What follows belongs to an exercise in optimizing a design on an open flow for small area, a short achievable clock period and few clock cycles per item; a production flow would make more cautious choices. Only simulation tests tie the RTL to the original design; equivalence was not proved.

## multiplier
module multiplier #(MANT_BITS=23, EXP_BITS=8)(
	input wire clk,
	input wire reset_n,
	input wire input_valid,
	input logic [EXP_BITS+MANT_BITS:0] in_a,
	input logic [EXP_BITS+MANT_BITS:0] in_b,
	output logic [EXP_BITS+MANT_BITS:0] data_out,
	output logic output_valid
);
Size in the first run: about 1,900 cells after synthesis, roughly 100 I/O pins, about 19,000 um^2 of cells after synthesis.
export LEC_CHECK = 0
export CAP_MARGIN = 20
export CORE_MARGIN = 2
export CORE_UTILIZATION = 65
export SETUP_SLACK_MARGIN = 2.0
export SLEW_MARGIN = 20
export SYNTH_HIERARCHICAL = 1
create_clock -name core_clock -period 8.0 [get_ports {clk}]
standard.sh (not shown) runs the stock make flow with config.mk's settings and CLKGATE_MAP_FILE= SYNTH_SCRIPT=/design/flow/synth_recipe.tcl, a recipe that flattens the netlist after the stock synthesis.
==> flow/flow/run.sh <==
#!/bin/bash
set -euo pipefail
export BUFFER_PORTS_ARGS="-buffer_cell sky130_fd_sc_hd__buf_4"
bash standard.sh > standard.log 2>&1
The baseline passed the timing, design-rule and antenna checks.
Testbench counts at the start, summed over its fixed seeds: cycles 3,200, items 3,200.
Edit:
SETUP_SLACK_MARGIN = 2.5   (was 2.0)
TNS_END_PERCENT = 10   (was not set)
Worst setup slack is better by 0.36 ns.
Die area stays the same.
Wire length shrinks by 1.4%.
Clock-buffer cell count drops by 1.
Global-route usage went down by 0.29 points.
Non-clock buffer count is higher by 18.
Worst hold slack gets worse by 0.051 ns.
Edit:
CORE_UTILIZATION = 45   (was 65)
SETUP_SLACK_MARGIN = 3.0   (was 2.5)
TNS_END_PERCENT = not set   (was 10)
The changed run ran to the end with no violations.
Worst hold slack got worse by 0.015 ns.
Clock-buffer cell count goes down by 1.
Wire length goes up by 23%.
Die area goes up by 43%.
Edit:
CORE_UTILIZATION = 65   (was 45)
SETUP_SLACK_MARGIN = 2.2   (was 3.0)
After rerunning: Final cell count shrinks by 13%; synthesized cell count does not change; count of clock-buffer cells in the layout climbs by 1; setup slack degrades by 0.43 ns; first-iteration DRC count drops by 9.8%; routed wire length decreases by 18%.
Edit:
SETUP_SLACK_MARGIN = 3.5   (was 2.2)
Effect:
- The new run never finished: it broke off in global routing (5_1_grt) (GRT-0232)
- synthesized cell count stays the same
- area after synthesis stays the same

========
multiplier again, from the RTL that the note above started with.
export LEC_CHECK = 0
export CAP_MARGIN = 20
export CORE_MARGIN = 2
export CORE_UTILIZATION = 65
export SETUP_SLACK_MARGIN = 2.5
export SLEW_MARGIN = 20
export SYNTH_HIERARCHICAL = 1
create_clock -name core_clock -period 8.0 [get_ports {clk}]
Scripts as last shown in full above: flow/flow/run.sh
The first run finished clean.
Testbench counts at the start, summed over its fixed seeds: cycles 3,200, items 3,200.
Then changed:
--- a/flow/config.mk
+++ b/flow/config.mk
@@ -11 +11 @@
-export SETUP_SLACK_MARGIN = 2.5
+export SETUP_SLACK_MARGIN = 3.0
Effect:
- The new run did not get past global routing (5_1_grt) (GRT-0232)
- area after synthesis does not change
- synthesized cell count stays the same

========
## rev 12
multiplier, a different RTL version from the one above (not shown whole).
Size in the first run: ~1800 cells after synthesis, about 100 I/O pins, ~19000 µm² of cells after synthesis.
clock: 8.0 ns
lec_check: 0
cap_margin: 20
core_margin: 2
core_utilization: 60
setup_slack_margin: 2.5
slew_margin: 20
synth_hierarchical: 1
Scripts as last shown in full above: flow/flow/run.sh
Testbench counts of rev 12, summed over its fixed seeds: cycles 3,200, items 3,200.
Input-level comparison between rev 13 and rev 12:
Settings: a change of SETUP_SLACK_MARGIN from 2.5 to 2.3.
## What came out
- Rev 13: PASS, flow complete, no timing, DRC or antenna violations
- Changes observed in rev 13 relative to rev 12: final routed wirelength across all metal layers moved down, share of cell area taken by multi-input logic gates has increased.
- Area of the die came out exactly the same in rev 13 and rev 12.
- Post-route minimum period ends up higher on rev 13.
- In rev 13 relative to rev 12, first-pass GRT wire length had gone down by a few percent.
- Routability congestion estimate from global placement (lower): rev 13
- Diff rev 12 -> rev 13: count of buffers added by post-CTS timing repair for setup has decreased.

==> what the ideal ports hide <==
No port has a modelled driver above. Below, the same layouts with a new extraction and two added sets of constraints.
Step 1: set_driving_cell puts a clkbuf_16 on clk and a buf_2 on each other input, an assumption about the parent block.
Step 2 adds t to the input delays and takes it off the output delays; t is the mean of the earliest and latest rising clock arrival at the registers after step 1. Input paths then give back, and output paths get back, about the clock's delay inside the block.
Three values: no drivers, after step 1, after step 2; two values: the first two.
| run | t, ns | setup WS [ns] | hold slack, ns |
|---|---|---|---|
| the first run of note 1 | 0.444 | 2.089 / 2.125 / 1.681 | 0.584 / 0.584 / 0.584 |
| the second run of note 1 | 0.438 | 2.449 / 2.482 / 2.044 | 0.534 / 0.534 / 0.534 |
| the third run of note 1 | 0.453 | 2.692 / 2.704 / 2.251 | 0.519 / 0.519 / 0.519 |
| the fourth run of note 1 | 0.440 | 2.259 / 2.287 / 1.848 | 0.581 / 0.581 / 0.581 |
| the first run of note 2 | 0.445 | 2.491 / 2.519 / 2.075 | 0.594 / 0.594 / 0.594 |
| rev 12 | 0.421 | 2.553 / 2.574 / 2.153 | 0.614 / 0.614 / 0.614 |
| rev 13 | 0.423 | 2.359 / 2.386 / 1.963 | 0.615 / 0.615 / 0.615 |
After both steps every run listed still meets setup and hold. The setup slack of the third run of note 1, which loses most, moves by +0.012 ns with the drivers and by -0.441 ns with both steps.
